From an optimization exercise on the open Yosys and OpenROAD flow, aimed at small area and a short achievable clock period; shortcuts taken in it are not production practice. Function was checked by simulation only, so behaviour that the tests miss may differ from the original. Power figures rest on the tool's default switching activity, not on a simulated workload.

## user_logic
module user_logic
(
  Bus2IP_Clk,                      
  Bus2IP_Reset,                    
  Bus2IP_Data,                     
  Bus2IP_BE,                       
  Bus2IP_RdCE,                     
  Bus2IP_WrCE,                     
  IP2Bus_Data,                     
  IP2Bus_RdAck,                    
  IP2Bus_WrAck,                    
  IP2Bus_Error                     
);
clock: 8.0 ns
lec_check: 0
abc_area: 1
cap_margin: 20
core_margin: 2
core_utilization: 40
setup_slack_margin: 4.0
slew_margin: 20
synth_hierarchical: 1
synth_minimum_keep_size: 0
run.sh (not shown) runs the stock make flow with config.mk's settings and CLKGATE_MAP_FILE= SYNTH_SCRIPT=/design/flow/synth_recipe.tcl, a recipe that flattens the netlist after the stock synthesis.
The first run finished with timing, DRC and antenna clean.
Next try:
Settings changed: SETUP_SLACK_MARGIN 4.0 to 3.85.
After rerunning: Design area stays flat; hold slack barely changes; core utilization fell by 0.12 points; sequential power stays flat; sequential cell count does not change; maximum frequency stays flat; wire length went down slightly; clock skew is about the same; power barely changes; synthesized cell count is unchanged.

========
user_logic, a different RTL version from the one above (not shown whole).
Size: roughly 1,600 cells after synthesis, about 170 flip-flops, roughly 79 I/O pins.
==> flow/config.mk <==
export PLATFORM = sky130hd
export DESIGN_NAME = user_logic
export DESIGN_NICKNAME = user_logic
export VERILOG_FILES = /design/flow/design.v
export SDC_FILE = /design/flow/constraint.sdc
export NUM_CORES = 4
export LEC_CHECK = 0
export ABC_AREA = 0
export CAP_MARGIN = 20
export CORE_MARGIN = 2
export CORE_UTILIZATION = 40
export SETUP_SLACK_MARGIN = 3.7
export SLEW_MARGIN = 20
export SYNTH_HIERARCHICAL = 1
export SYNTH_MINIMUM_KEEP_SIZE = 0
==> flow/constraint.sdc <==
create_clock -name core_clock -period 8.0 [get_ports {Bus2IP_Clk}]
set_input_delay 1.6000 -clock core_clock [delete_from_list [all_inputs] [get_ports {Bus2IP_Clk}]]
set_output_delay 1.6000 -clock core_clock [all_outputs]
set_load 0.01 [all_outputs]
Rerun with:
--- a/flow/config.mk
+++ b/flow/config.mk
@@ -11,3 +11,3 @@
 export CORE_UTILIZATION = 40
-export SETUP_SLACK_MARGIN = 3.7
+export SETUP_SLACK_MARGIN = 4.0
 export SLEW_MARGIN = 20
What happened:
- wire length goes up by 6.6%
- fmax goes up by 2.0%
- synthesized cell count stays the same
- via count goes up by about 3%
- flip-flop and latch count does not change
Rerun with:
==> flow/flow/run.sh (new file) <==
#!/bin/bash
set -euo pipefail
bash standard.sh "BUFFER_PORTS_ARGS=-buffer_cell sky130_fd_sc_hd__buf_2" finish > make.log 2>&1
==> flow/standard.sh (new file) <==
#!/bin/bash
# synth_recipe.tcl (not shown) runs the flow's synth.tcl, then flattens the netlist and writes it again
# the make line also repeats each setting of config.mk as NAME=value (left out here)
make -C /OpenROAD-flow-scripts/flow DESIGN_CONFIG=/design/flow/config.mk WORK_HOME=/design/flow/orfs CLKGATE_MAP_FILE= SYNTH_SCRIPT=/design/flow/synth_recipe.tcl "${@:-finish}"
removed: flow/run.sh
The new run produced a clean layout.
Clock skew rises by 0.010 ns.
Cell area drops by 1.8%.
Combinational power went down by about 3%.
Sequential power is about the same.
Sequential share of layout area increases by 0.33 points.
Global-route usage is lower by 1.1 points.
Non-clock buffer count falls by 16.
Wire length shrinks by 1.4%.

========
Starting RTL as in the previous note.
clock: 8.0 ns
lec_check: 0
abc_area: 0
cap_margin: 20
core_margin: 2
core_utilization: 40
setup_slack_margin: 3.85
slew_margin: 20
synth_hierarchical: 1
synth_minimum_keep_size: 0
Stock flow here: none of the scripts above is used.
Next try:
Settings changed: CORE_UTILIZATION 40 to 60, SETUP_SLACK_MARGIN 3.85 to 4.0.
Effect: The new run went through all stages and came out clean. Total power increases by 3.1%. Non-clock buffer count increases by 26. Worst hold slack barely changes. First-iteration DRC count increases by 38%. Clock-buffer cell count decreases by 1.
Next try:
==> flow/flow/run.sh (new file) <==
#!/bin/bash
set -euo pipefail
bash standard.sh "BUFFER_PORTS_ARGS=-buffer_cell sky130_fd_sc_hd__buf_2" \
  "CTS_ARGS=-sink_clustering_enable -repair_clock_nets -dont_use_dummy_load -sink_clustering_size 14 -buf_list sky130_fd_sc_hd__clkbuf_8 -root_buf sky130_fd_sc_hd__clkbuf_16" \
  finish > make.log 2>&1
==> flow/standard.sh (new file) <==
#!/bin/bash
# synth_recipe.tcl (not shown) runs the flow's synth.tcl, then flattens the netlist and writes it again
# the make line also repeats each setting of config.mk as NAME=value (left out here)
make -C /OpenROAD-flow-scripts/flow DESIGN_CONFIG=/design/flow/config.mk WORK_HOME=/design/flow/orfs CLKGATE_MAP_FILE= SYNTH_SCRIPT=/design/flow/synth_recipe.tcl "${@:-finish}"
Settings changed: CORE_UTILIZATION 60 to 40.
removed: flow/run.sh
What happened:
- first-iteration DRC count decreases by 18%
- non-clock buffer count shrinks by 31
- synthesized area is unchanged
- global-route usage shrinks by 16 points
- maximum frequency increases by 2.2%
- wire length came out lower by 3.8%
- sequential power barely changes
- sequential share of layout area grows by 0.63 points
- die area went up by 49%
- count of clock-buffer cells in the layout does not change
- worst setup slack improves by 0.093 ns
Next try:
==> flow/flow/run.sh (replaced) <==
#!/bin/bash
set -euo pipefail
bash standard.sh "BUFFER_PORTS_ARGS=-buffer_cell sky130_fd_sc_hd__buf_1" finish > make.log 2>&1
Effect: Clock-buffer cell count stays the same; via count grows slightly; clock power rose by well over a third.

========
Another version of the RTL of user_logic (not shown whole).
For scale: about 170 flip-flops, about 79 I/O pins, about 15000 µm² of cells after synthesis.
==> flow/config.mk <==
export PLATFORM = sky130hd
export DESIGN_NAME = user_logic
export DESIGN_NICKNAME = user_logic
export VERILOG_FILES = /design/flow/design.v
export SDC_FILE = /design/flow/constraint.sdc
export NUM_CORES = 4
export LEC_CHECK = 0
export ABC_AREA = 0
export CAP_MARGIN = 20
export CORE_MARGIN = 2
export CORE_UTILIZATION = 40
export SETUP_SLACK_MARGIN = 4.0
export SLEW_MARGIN = 20
export SYNTH_HIERARCHICAL = 1
export SYNTH_MINIMUM_KEEP_SIZE = 0
==> flow/constraint.sdc <==
create_clock -name core_clock -period 8.0 [get_ports {Bus2IP_Clk}]
set_input_delay 1.6000 -clock core_clock [delete_from_list [all_inputs] [get_ports {Bus2IP_Clk}]]
set_output_delay 1.6000 -clock core_clock [all_outputs]
set_load 0.01 [all_outputs]
standard.sh (not shown) runs the stock make flow with config.mk's settings and CLKGATE_MAP_FILE= SYNTH_SCRIPT=/design/flow/synth_recipe.tcl, a recipe that flattens the netlist after the stock synthesis.
==> flow/flow/run.sh <==
#!/bin/bash
set -euo pipefail
bash standard.sh "BUFFER_PORTS_ARGS=-buffer_cell sky130_fd_sc_hd__buf_2" \
  "CTS_ARGS=-sink_clustering_enable -repair_clock_nets -dont_use_dummy_load -sink_clustering_size 40 -sink_clustering_max_diameter 150" \
  finish > make.log 2>&1
Next try:
==> flow/flow/run.sh (replaced) <==
#!/bin/bash
set -euo pipefail
bash standard.sh "BUFFER_PORTS_ARGS=-buffer_cell sky130_fd_sc_hd__buf_2" \
  "CTS_ARGS=-sink_clustering_enable -repair_clock_nets -dont_use_dummy_load -sink_clustering_size 20" \
  finish > make.log 2>&1
SETUP_SLACK_MARGIN = 4.25   (was 4.0)
- non-clock buffer count rose by 41
- area after synthesis stays the same
- synthesized cell count is unchanged
- die area does not change
- routed wire length went up by 3.6%

[port drivers added, routing unchanged]
The results above use ideal ports. As a check the final layouts listed here were re-extracted and re-timed, cells and wires unchanged.
Step 1: set_driving_cell puts a clkbuf_16 on Bus2IP_Clk and a buf_2 on each other input, an assumption about the parent block.
Step 2 also shifts input and output timing later by t, the mid clock arrival at the registers, as if the neighbouring blocks saw the same clock.
a / b / c = ideal / step 1 / step 2; a / b = the first two.
run | t, ns | setup WS [ns] | worst hold slack (ns) | worst setup path after step 2
the first run of note 1 | 0.508 | 3.745 / 3.694 / 3.694 | 0.412 / 0.412 / 0.412 | input to output
the second run of note 1 | 0.509 | 3.741 / 3.690 / 3.690 | 0.412 / 0.412 / 0.412 | input to output
the first run of note 2 | 0.516 | 3.726 / 3.651 / 3.651 | 0.429 / 0.429 / 0.429 | input to output
the second run of note 2 | 0.514 | 3.812 / 3.752 / 3.752 | 0.435 / 0.435 / 0.435 | input to output
the third run of note 2 | 0.514 | 3.872 / 3.813 / 3.813 | 0.438 / 0.438 / 0.438 | input to output
the first run of note 3 | 0.514 | 3.788 / 3.634 / 3.634 | 0.434 / 0.434 / 0.434 | input to output
the second run of note 3 | 0.499 | 3.783 / 3.694 / 3.694 | 0.435 / 0.435 / 0.435 | input to output
the third run of note 3 | 0.454 | 3.876 / 3.817 / 3.817 | 0.444 / 0.444 / 0.444 | input to output
the fourth run of note 3 | 0.514 | 3.844 / 3.763 / 3.763 | 0.421 / 0.421 / 0.421 | input to output
the first run of note 4 | 0.502 | 4.020 / 3.879 / 3.879 | 0.441 / 0.441 / 0.441 | input to output
the second run of note 4 | 0.504 | 3.972 / 3.848 / 3.848 | 0.432 / 0.432 / 0.432 | input to output
After both steps setup and hold are still met in every run listed. For the first run of note 3, which loses most, drivers alone change the setup slack by -0.154 ns; drivers and shift together by -0.154 ns.
